Context: an optimization exercise on an open-source flow, tuned for small area, a short achievable clock period and few clock cycles. The choices shown serve that exercise and are no tape-out recipe. At most, simulation tests tie the RTL to the original design; equivalence was not proved. Power figures rest on the tool's default switching activity, not on a simulated workload.

Setup of pepper:
// peak_finder_fp
module peak_finder_fp (
    input clk,
    input rst_n,
    output reg [12:0] bram_addr,
    input wire [31:0] bram_data,
    output reg [0:0]  web,
    output wire [6:0] addrb,
    output wire [44:0] dinb,
    input wire [31:0] threshold,
    input wire        start,
    output reg        done
);
Settings: LEC_CHECK=0, CAP_MARGIN=20, CORE_MARGIN=2, CORE_UTILIZATION=40, CTS_BUF_LIST=sky130_fd_sc_hd__clkbuf_8, SETUP_SLACK_MARGIN=2.75, SLEW_MARGIN=20; clock period 5.0 ns.
standard.sh (not shown) runs the stock make flow with config.mk's settings and CLKGATE_MAP_FILE= SYNTH_SCRIPT=/design/flow/synth_recipe.tcl, a recipe that flattens the netlist after the stock synthesis.
==> flow/flow/run.sh <==
#!/bin/bash
# The standard layout (the standard.sh, standard synthesis unchanged), with
# the port buffers that placement inserts made of sky130_fd_sc_hd__buf_1
# instead of the resizer's default pick. Every port still gets its buffer.
set -euo pipefail
bash standard.sh "BUFFER_PORTS_ARGS=-buffer_cell sky130_fd_sc_hd__buf_1" finish > standard.log 2>&1
pepper has completed all stages; timing, DRC and antenna checks passed.
Testbench counts of pepper, summed over its fixed seeds: cycles 20,406.
Here is what was changed in the inputs of tundra compared with pepper.
Settings: SETUP_SLACK_MARGIN: 2.75 -> 2.8.
Results
Compared to pepper, tundra has number of instances resized during post-cts repair 6 higher.
Met1 track utilization from global routing in tundra vs pepper: up 0.75 points
Number of standard cells in the final layout excluding fillers on tundra is up relative to pepper.
On number of flops mapped to enable cells by yosys, pepper and tundra are basically level.
Going from pepper to tundra, ratio of cells with drive above 1 in the final layout +2.7 points, leakage power total +3.4%, final RePlAce weighted congestion -about 0.5%.

* * *

## oak
Another version of the RTL of peak_finder_fp (not shown whole).
Size in the first run: about 760 cells after synthesis, about 130 I/O pins, ~0.0072 sq mm of cells after synthesis.
Settings: LEC_CHECK=0, CAP_MARGIN=20, CORE_MARGIN=2, CORE_UTILIZATION=45, CTS_BUF_LIST=sky130_fd_sc_hd__clkbuf_8, SETUP_SLACK_MARGIN=2.85, SLEW_MARGIN=20; clock period 5.0 ns.
Scripts as last shown in full above: flow/flow/run.sh
oak: all stages complete, timing, DRC and antenna checks passed
Testbench counts of oak, summed over its fixed seeds: cycles 20,406.
Edits applied to the flow inputs when going from oak to pine:
-- flow/config.mk --
<<< oak, line 8
export CAP_MARGIN = 20
export CORE_MARGIN = 2
export CORE_UTILIZATION = 45
export CTS_BUF_LIST = sky130_fd_sc_hd__clkbuf_8
export SETUP_SLACK_MARGIN = 2.85
export SLEW_MARGIN = 20
>>> pine, line 8
export CAP_MARGIN = 20
export CORE_MARGIN = 2
export CORE_UTILIZATION = 40
export CTS_BUF_LIST = sky130_fd_sc_hd__clkbuf_8
export SETUP_SLACK_MARGIN = 2.87
export SLEW_MARGIN = 20
[summary]
- Taking pine over oak, the number of filler cells placed in the layout ratio works out to 1.13.
- STATUS power: pine loses against oak
- pine vs oak: area fraction of clock buffers and clock inverters up in pine
- Delta (pine minus oak): placed wire-length estimate after detailed placement has decreased, worst slew slack as a fraction of its limit has increased.
The following lists how birch was set up differently from pine:
-- flow/config.mk --
<<< pine, line 10
export CORE_UTILIZATION = 40
export CTS_BUF_LIST = sky130_fd_sc_hd__clkbuf_8
export SETUP_SLACK_MARGIN = 2.87
export SLEW_MARGIN = 20
>>> birch, line 10
export CORE_UTILIZATION = 40
export CTS_BUF_LIST = sky130_fd_sc_hd__clkbuf_8
export SETUP_SLACK_MARGIN = 2.75
export SLEW_MARGIN = 20
Results
- Global routing usage on met3 for birch: 0.28 points up relative to pine
- Number of vias after detailed routing delta (pine -> birch): insignificant
- On birch: sum of met2 wire segment lengths after detailed routing is about 5% lower than what pine gave.
- Taking pine as the reference, in birch post-route minimum period +160 ps; routed length per instance now sits at about the same level.
The inputs of maple differ from those of birch as listed below.
-- flow/config.mk --
<<< birch, line 10
export CORE_UTILIZATION = 40
export CTS_BUF_LIST = sky130_fd_sc_hd__clkbuf_8
export SETUP_SLACK_MARGIN = 2.75
export SLEW_MARGIN = 20
>>> maple, line 10
export CORE_UTILIZATION = 40
export CTS_BUF_LIST = sky130_fd_sc_hd__clkbuf_8
export SETUP_SLACK_MARGIN = 2.8
export SLEW_MARGIN = 20
Findings:
- maple against birch: transition time at the pin with the least slew margin dropped 37 ps, global-route usage barely changed.
- Relative area change from synthesis to final layout: maple vs birch up 0.68 points
- Going from birch to maple, routed wire length on met3 shrinks by 15 microns.
- On total met2 wirelength after detailed routing, the higher figure sits with birch, not maple.
- On register area, birch and maple are neck and neck.
Inputs modified between maple and cedar:
-- flow/config.mk --
<<< maple, line 10
export CORE_UTILIZATION = 40
export CTS_BUF_LIST = sky130_fd_sc_hd__clkbuf_8
export SETUP_SLACK_MARGIN = 2.8
export SLEW_MARGIN = 20
>>> cedar, line 10
export CORE_UTILIZATION = 40
export CTS_BUF_LIST = sky130_fd_sc_hd__clkbuf_8
export SETUP_SLACK_MARGIN = 2.9
export SLEW_MARGIN = 20
Notes after the runs:
Going from maple to cedar, violation count after the first detailed-route iteration shrinks by about 6%. Side by side, power per unit of standard cell area turned out lower in cedar than in maple. Relative to maple, routed via count has increased by 24 in cedar. Measured against each other, maple and cedar differ in number of non-clock buffers in the layout, the higher figure coming from cedar. | internal power component | cedar vs maple | worse |. Comparing maple and cedar, total number of cells along the worst setup path is higher on maple.

* * *

peak_finder_fp, a different RTL version from the one above (not shown whole).
Size: ~870 cells after synthesis, ~150 flip-flops, about 130 I/O pins, about 0.0081 mm^2 of cells after synthesis.
export LEC_CHECK = 0
export CAP_MARGIN = 20
export CORE_MARGIN = 2
export CORE_UTILIZATION = 40
export SLEW_MARGIN = 20
create_clock -name core_clock -period 5.0 [get_ports {clk}]
Scripts as last shown in full above: flow/flow/run.sh
The first run ran to the end with no violations.
Edit:
==> flow/run.sh (new file) <==
#!/bin/bash
# synth_recipe.tcl (not shown) runs the flow's synth.tcl, then flattens the netlist and writes it again
# the make line also repeats each setting of config.mk as NAME=value (left out here)
make -C /OpenROAD-flow-scripts/flow DESIGN_CONFIG=/design/flow/config.mk WORK_HOME=/design/flow/orfs CLKGATE_MAP_FILE= SYNTH_SCRIPT=/design/flow/synth_recipe.tcl finish
removed: flow/flow/run.sh
removed: flow/standard.sh
Outcome:
- first-iteration DRC count went up by about a fifth
- area after synthesis is unchanged
- final area went up by a little under a tenth
- global-route usage went up by 0.62 points
- hold slack improved by 0.0035 ns
No functional check of the RTL was part of any run of this note.

* * *

Another version of the RTL of peak_finder_fp (not shown whole).
Size: ~770 cells after synthesis, roughly 140 flip-flops, roughly 130 I/O pins.
==> flow/design.v (excerpt) <==
module peak_finder_fp (
    input clk,
    input rst_n,
    output reg [12:0] bram_addr,
    input wire [31:0] bram_data,
    output reg [0:0]  web,
    output wire [6:0] addrb,
    output wire [44:0] dinb,
    input wire [31:0] threshold,
    input wire        start,
    output reg        done
);
    localparam T_NONE = 3'd0, T_BF = 3'd1, T_B1 = 3'd2, T_BM = 3'd3, T_BL = 3'd4,
               T_TS = 3'd5, T_TP = 3'd6, T_FIN = 3'd7;
    localparam S_IDLE = 3'd0, S_BASE = 3'd1, S_RR = 3'd2, S_RRT = 3'd3,
               S_REP = 3'd4, S_FINW = 3'd5;
    localparam D_NB = 2'd0, D_TS = 2'd1, D_LNB = 2'd2, D_BF = 2'd3;
    reg [2:0] st;
    reg [2:0] tA, tB, tC, tD;
    reg [2:0] bc;           
    reg [2:0] cd;           
    reg [1:0] dt;           
    reg [6:0] off;          
    reg [12:0] E;           
    reg [31:0] r1;          
    reg [3:0]  pw, pt;      
    reg [2:0]  cw, cp, ct;  
    reg [12:0] widx;
    reg [5:0]  cnt;         
    reg        cand;
    reg        SF;          
    reg [3:0]  S;           
    reg        lastc;       
    reg        PF, PL;      
    reg [3:0]  PS;
    assign addrb = {1'b0, cnt};
    assign dinb  = {widx, r1};
    wire [3:0] pw_n, pt_n;
    mag_cmp2 m1w (.a(bram_data[30:0]), .b(r1[30:0]),        .p(pw_n));
    mag_cmp2 m1t (.a(bram_data[30:0]), .b(threshold[30:0]), .p(pt_n));
    wire [2:0] cw_n, ct_n;
    fp_class kw (.x(bram_data), .c(cw_n));
    fp_class kt (.x(threshold), .c(ct_n));
    wire f_wr, f_rw, f_wt, f_tw;
    fp_gt_s2 c2w (.p(pw), .ca(cw), .cb(cp), .a_gt_b(f_wr), .b_gt_a(f_rw));
    fp_gt_s2 c2t (.p(pt), .ca(cw), .cb(ct), .a_gt_b(f_wt), .b_gt_a(f_tw));
    wire confirm = (tC == T_TS) || ((tD == T_TP) && f_wr);
    wire term    = confirm && (cnt == 6'd34);
    wire bl_issue = (st == S_BASE) && (bc == 3'd1);
    wire op_ok    = (dt == D_TS) ? !cd[0] :
                    (dt == D_NB || dt == D_LNB) ? !cd[1] : 1'b1;
  ...
clock: 5.0 ns
lec_check: 0
cap_margin: 0
core_margin: 2
core_utilization: 43
cts_buf_list: sky130_fd_sc_hd__clkbuf_8
setup_slack_margin: 2.9
slew_margin: 0
==> flow/flow/run.sh <==
#!/bin/bash
# The standard layout (the standard.sh, standard synthesis unchanged), with
# the port buffers that placement inserts made of sky130_fd_sc_hd__buf_1
# instead of the resizer's default pick. Every port still gets its buffer.
set -euo pipefail
bash standard.sh "BUFFER_PORTS_ARGS=-buffer_cell sky130_fd_sc_hd__buf_1" finish > standard.log 2>&1
The baseline finished clean.
Testbench counts at the start, summed over its fixed seeds: cycles 20,406.
Next try:
==> flow/flow/run.sh (replaced) <==
#!/bin/bash
# The standard layout (the standard.sh, standard synthesis unchanged), with
# the port buffers that placement inserts made of sky130_fd_sc_hd__buf_2
# instead of the resizer's default pick. Every port still gets its buffer.
set -euo pipefail
bash standard.sh "BUFFER_PORTS_ARGS=-buffer_cell sky130_fd_sc_hd__buf_2" finish > standard.log 2>&1
--- a/flow/config.mk
+++ b/flow/config.mk
@@ -10 +10 @@
-export CORE_UTILIZATION = 43
+export CORE_UTILIZATION = 40
@@ -12 +12 @@
-export SETUP_SLACK_MARGIN = 2.9
+export SETUP_SLACK_MARGIN = 2.95
Result:
- design area is higher by a few percent
- maximum frequency is higher by a few percent
- die area is higher by a little under a tenth
- sequential cell count does not change
- clock-buffer cell count is lower by 1
- wire length is higher slightly
- power is higher slightly
- setup slack is better by 0.048 ns
- global-route usage is lower by 1.5 points
- area after synthesis is unchanged
Next try:
==> flow/flow/run.sh (replaced) <==
#!/bin/bash
# The standard layout (the standard.sh, standard synthesis unchanged), with
# the port buffers that placement inserts made of sky130_fd_sc_hd__buf_1
# instead of the resizer's default pick. Every port still gets its buffer.
set -euo pipefail
bash standard.sh "BUFFER_PORTS_ARGS=-buffer_cell sky130_fd_sc_hd__buf_1" finish > standard.log 2>&1
--- a/flow/config.mk
+++ b/flow/config.mk
@@ -10 +10 @@
-export CORE_UTILIZATION = 40
+export CORE_UTILIZATION = 37
@@ -12 +12 @@
-export SETUP_SLACK_MARGIN = 2.95
+export SETUP_SLACK_MARGIN = 2.9
Result: Final area decreases by 2.1%; die area is higher by 7.9%; sequential power stays flat; setup slack is worse by 0.0095 ns; clock skew is higher by 0.0048 ns; count of clock-buffer cells in the layout stays the same; non-clock buffer count is unchanged.
Next try:
--- a/flow/config.mk
+++ b/flow/config.mk
@@ -10 +10 @@
-export CORE_UTILIZATION = 37
+export CORE_UTILIZATION = 40
@@ -11,0 +12 @@
+export PLACE_DENSITY = 0.65
=> The changed run produced a clean layout; cell area fell by 1.5%; count of clock-buffer cells in the layout is unchanged; clock power barely changes; die area fell by 7.3%; core utilization rose by 3.1 points; critical path depth is unchanged; combinational power fell by about 2%; routed wire length fell by 1.9%; non-clock buffer count fell by 10; worst hold slack barely changes; first-iteration DRC count rose by 19%.
Next try:
--- a/flow/config.mk
+++ b/flow/config.mk
@@ -8 +8 @@
-export CAP_MARGIN = 0
+export CAP_MARGIN = 20
@@ -12,3 +12,2 @@
-export PLACE_DENSITY = 0.65
-export SETUP_SLACK_MARGIN = 2.9
-export SLEW_MARGIN = 0
+export SETUP_SLACK_MARGIN = 2.85
+export SLEW_MARGIN = 20
The new run finished clean.
Final area is about the same.
Routed wire length climbs by 1.6%.
Sequential cell count is unchanged.
Clock skew stays flat.
Synthesized area stays the same.
Power shrinks by 0.94%.
Register-to-register slack is worse by 0.03 ns.

## static timing again, ports no longer ideal
How much do the figures lean on ideal ports? The routed layouts below were timed once more, with nothing changed but the port constraints. Step 1, drivers: a clkbuf_16 drives clk and a buf_2 each remaining input, both assumed. Step 2 also shifts input and output timing later by t, the mid clock arrival at the registers, as if the neighbouring blocks saw the same clock. Slacks: no drivers / after step 1 / after step 2; pairs: no drivers / after step 1.
| run | shift t [ns] | slack for setup (ns) | hold slack, ns | clock arrival spread, ns | worst slew at a driven data input, ns |
|---|---|---|---|---|---|
| pepper | 0.488 | 2.778 / 2.778 / 2.361 | 0.417 / 0.417 / 0.417 | 0.016 / 0.015 | 0.04 |
| tundra | 0.484 | 2.856 / 2.832 / 2.393 | 0.412 / 0.412 / 0.412 | 0.015 / 0.015 | 0.04 |
| oak | 0.474 | 2.876 / 2.860 / 2.415 | 0.415 / 0.415 / 0.415 | 0.014 / 0.014 | 0.05 |
| pine | 0.481 | 2.899 / 2.891 / 2.421 | 0.416 / 0.416 / 0.416 | 0.018 / 0.018 | 0.05 |
| birch | 0.472 | 2.743 / 2.751 / 2.279 | 0.407 / 0.407 / 0.407 | 0.015 / 0.015 | 0.06 |
| maple | 0.473 | 2.753 / 2.770 / 2.297 | 0.408 / 0.408 / 0.408 | 0.021 / 0.022 | 0.06 |
| cedar | 0.479 | 2.916 / 2.913 / 2.452 | 0.417 / 0.417 / 0.417 | 0.017 / 0.018 | 0.06 |
| the first run of note 3 | 0.469 | 1.980 / 1.980 / 1.980 | 0.460 / 0.460 / 0.460 | 0.011 / 0.010 | 0.05 |
| the second run of note 3 | 0.462 | 1.992 / 1.992 / 1.748 | 0.464 / 0.464 / 0.464 | 0.012 / 0.011 | 0.06 |
| the first run of note 4 | 0.479 | 2.924 / 2.921 / 2.533 | 0.376 / 0.376 / 0.376 | 0.012 / 0.012 | 0.05 |
| the second run of note 4 | 0.492 | 2.972 / 2.932 / 2.569 | 0.378 / 0.378 / 0.378 | 0.015 / 0.014 | 0.04 |
| the third run of note 4 | 0.480 | 2.963 / 2.923 / 2.580 | 0.378 / 0.378 / 0.378 | 0.019 / 0.020 | 0.05 |
| the fourth run of note 4 | 0.483 | 2.935 / 2.897 / 2.548 | 0.380 / 0.380 / 0.380 | 0.012 / 0.012 | 0.05 |
| the fifth run of note 4 | 0.495 | 2.918 / 2.894 / 2.462 | 0.377 / 0.377 / 0.377 | 0.019 / 0.019 | 0.05 |
After both steps every run listed still meets setup and hold. For pine, which loses most, drivers alone change the setup slack by -0.008 ns; drivers and shift together by -0.478 ns.
